What follows belongs to an exercise in optimizing a design on an open flow for small area; a production flow would make more cautious choices.
The RTL was checked by simulation tests, not by an equivalence proof against the original design.

job 101:
## fir_inst
module fir_inst (
    input                clk,
    input                rst,
    input                data_in_vld,
    input  signed [15:0] data_in,
    output signed [36:0] data_out,
    output reg           data_out_vld
);
clock: 9.0 ns
lec_check: 0
cap_margin: 20
core_margin: 2
core_utilization: 72
cts_cluster_diameter: 70
cts_cluster_size: 30
place_density: 0.79
slew_margin: 20
synth_hierarchical: 1
synth_minimum_keep_size: 0
standard.sh (not shown) runs the stock make flow with config.mk's settings and CLKGATE_MAP_FILE= SYNTH_SCRIPT=/design/flow/synth_recipe.tcl, a recipe that flattens the netlist after the stock synthesis.
==> flow/flow/run.sh <==
#!/bin/bash
# The standard layout (the standard.sh: standard synthesis, floorplan,
# placement, CTS, routing), with two changes:
#  - clock tree synthesis does not insert dummy loads (the leaf clusters are
#    balanced well enough without them);
#  - the buffer that placement puts on every input and output port is the
#    platform's smallest plain buffer (buf_1) instead of the delay cell that
#    buffer_ports picks by default.
# Everything else, including the synthesis, is the standard flow.
set -euo pipefail
export CTS_ARGS="-sink_clustering_enable -repair_clock_nets -dont_use_dummy_load -sink_clustering_size 30 -sink_clustering_max_diameter 70"
export BUFFER_PORTS_ARGS="-buffer_cell sky130_fd_sc_hd__buf_1"
bash standard.sh > standard_flow.log 2>&1
--- input diff job 101..job 102 ---
Settings: changing PLACE_DENSITY from 0.79 to 0.7; changing CORE_UTILIZATION from 72 to 62.
--- outcome ---
Job 102 did not stop at any stage, and its layout met the timing, design-rule and antenna checks. The post-route worst hold slack of job 102 was superior to that of job 101. Job 101 vs job 102, highest routed metal layer: met5 vs met4. Between job 101 and job 102, the flow reports non-clock buffer count increasing by a few percent.

---

Another version of the RTL of fir_inst (not shown whole).
For scale: roughly 5200 cells after synthesis, roughly 57 I/O pins.
export LEC_CHECK = 0
export CAP_MARGIN = 20
export CORE_MARGIN = 2
export CORE_UTILIZATION = 62
export CTS_CLUSTER_DIAMETER = 70
export CTS_CLUSTER_SIZE = 30
export PLACE_DENSITY = 0.7
export SLEW_MARGIN = 20
export SYNTH_HIERARCHICAL = 1
export SYNTH_MINIMUM_KEEP_SIZE = 0
create_clock -name core_clock -period 9.0 [get_ports {clk}]
==> flow/flow/run.sh <==
#!/bin/bash
# The standard layout (the standard.sh: standard synthesis, floorplan,
# placement, CTS, routing), with one change: clock tree synthesis does not
# insert dummy loads (the leaf clusters are balanced well enough without
# them).  Everything else, including the synthesis, is the standard flow.
set -euo pipefail
export CTS_ARGS="-sink_clustering_enable -repair_clock_nets -dont_use_dummy_load -sink_clustering_size 30 -sink_clustering_max_diameter 70"
bash standard.sh > standard_flow.log 2>&1
Edit:
==> flow/flow/run.sh (replaced) <==
#!/bin/bash
# The standard layout (the standard.sh: standard synthesis, floorplan,
# placement, CTS, routing), with two changes:
#  - clock tree synthesis does not insert dummy loads (the leaf clusters are
#    balanced well enough without them);
#  - the buffer that placement puts on every input and output port is the
#    platform's smallest plain buffer (buf_1) instead of the delay cell that
#    buffer_ports picks by default.
# Everything else, including the synthesis, is the standard flow.
set -euo pipefail
export CTS_ARGS="-sink_clustering_enable -repair_clock_nets -dont_use_dummy_load -sink_clustering_size 30 -sink_clustering_max_diameter 70"
export BUFFER_PORTS_ARGS="-buffer_cell sky130_fd_sc_hd__buf_1"
bash standard.sh > standard_flow.log 2>&1
- CORE_UTILIZATION: 62 -> 75
- PLACE_DENSITY: 0.7 -> 0.82
- final cell count came out lower by 3.9%
- wire length came out higher by 2.3%
- utilization came out higher by 13 points
Edit:
- CORE_UTILIZATION: 75 -> 62
- PLACE_DENSITY: 0.82 -> 0.7
Routed wire length is lower slightly.
Cell area increases slightly.
First-iteration DRC count shrinks by about a fifth.
Clock skew went up by 28 ps.
Edit:
- CORE_UTILIZATION: 62 -> 68
- PLACE_DENSITY: 0.7 -> 0.76
Sequential share of layout area went up by 0.16 points.
Maximum frequency climbs by 1.1%.
Worst hold slack is worse by 3.3 ps.
Wire length goes down by 3.8%.
Register-to-register slack gets better by 97 ps.
Non-clock buffer count shrinks by 12.

## separate check: timing with driven ports
How much do the figures lean on ideal ports? The routed layouts below were timed once more, with nothing changed but the port constraints.
Step 1 (the two cells are an assumption about what drives the block):
set clk [get_ports {clk}]
set_driving_cell -lib_cell sky130_fd_sc_hd__clkbuf_16 $clk
set_driving_cell -lib_cell sky130_fd_sc_hd__buf_2 [delete_from_list [all_inputs] $clk]
Step 2 times the ports against the registers' clock, not the clock port: input delays grow and output delays shrink by t, the midpoint of the rising clock arrivals with the driver on.
Slacks: ideal ports / drivers / drivers and shift; pairs: ideal ports / drivers.
| run | shift t [ns] | setup WS [ns] | worst setup path at the end | worst data-port slew with drivers (ns) |
|---|---|---|---|---|
| job 101 | 0.809 | 0.441 / 0.441 / 0.441 | register to register | 0.07 |
| job 102 | 0.817 | 0.507 / 0.507 / 0.507 | register to register | 0.07 |
| the first run of note 2 | 0.797 | 0.250 / 0.250 / 0.250 | register to register | 0.05 |
| the second run of note 2 | 0.795 | 0.295 / 0.295 / 0.295 | register to register | 0.06 |
| the third run of note 2 | 0.794 | 0.095 / 0.095 / 0.095 | register to register | 0.05 |
| the fourth run of note 2 | 0.795 | 0.192 / 0.192 / 0.192 | register to register | 0.07 |
After both steps every run listed still meets setup and hold.
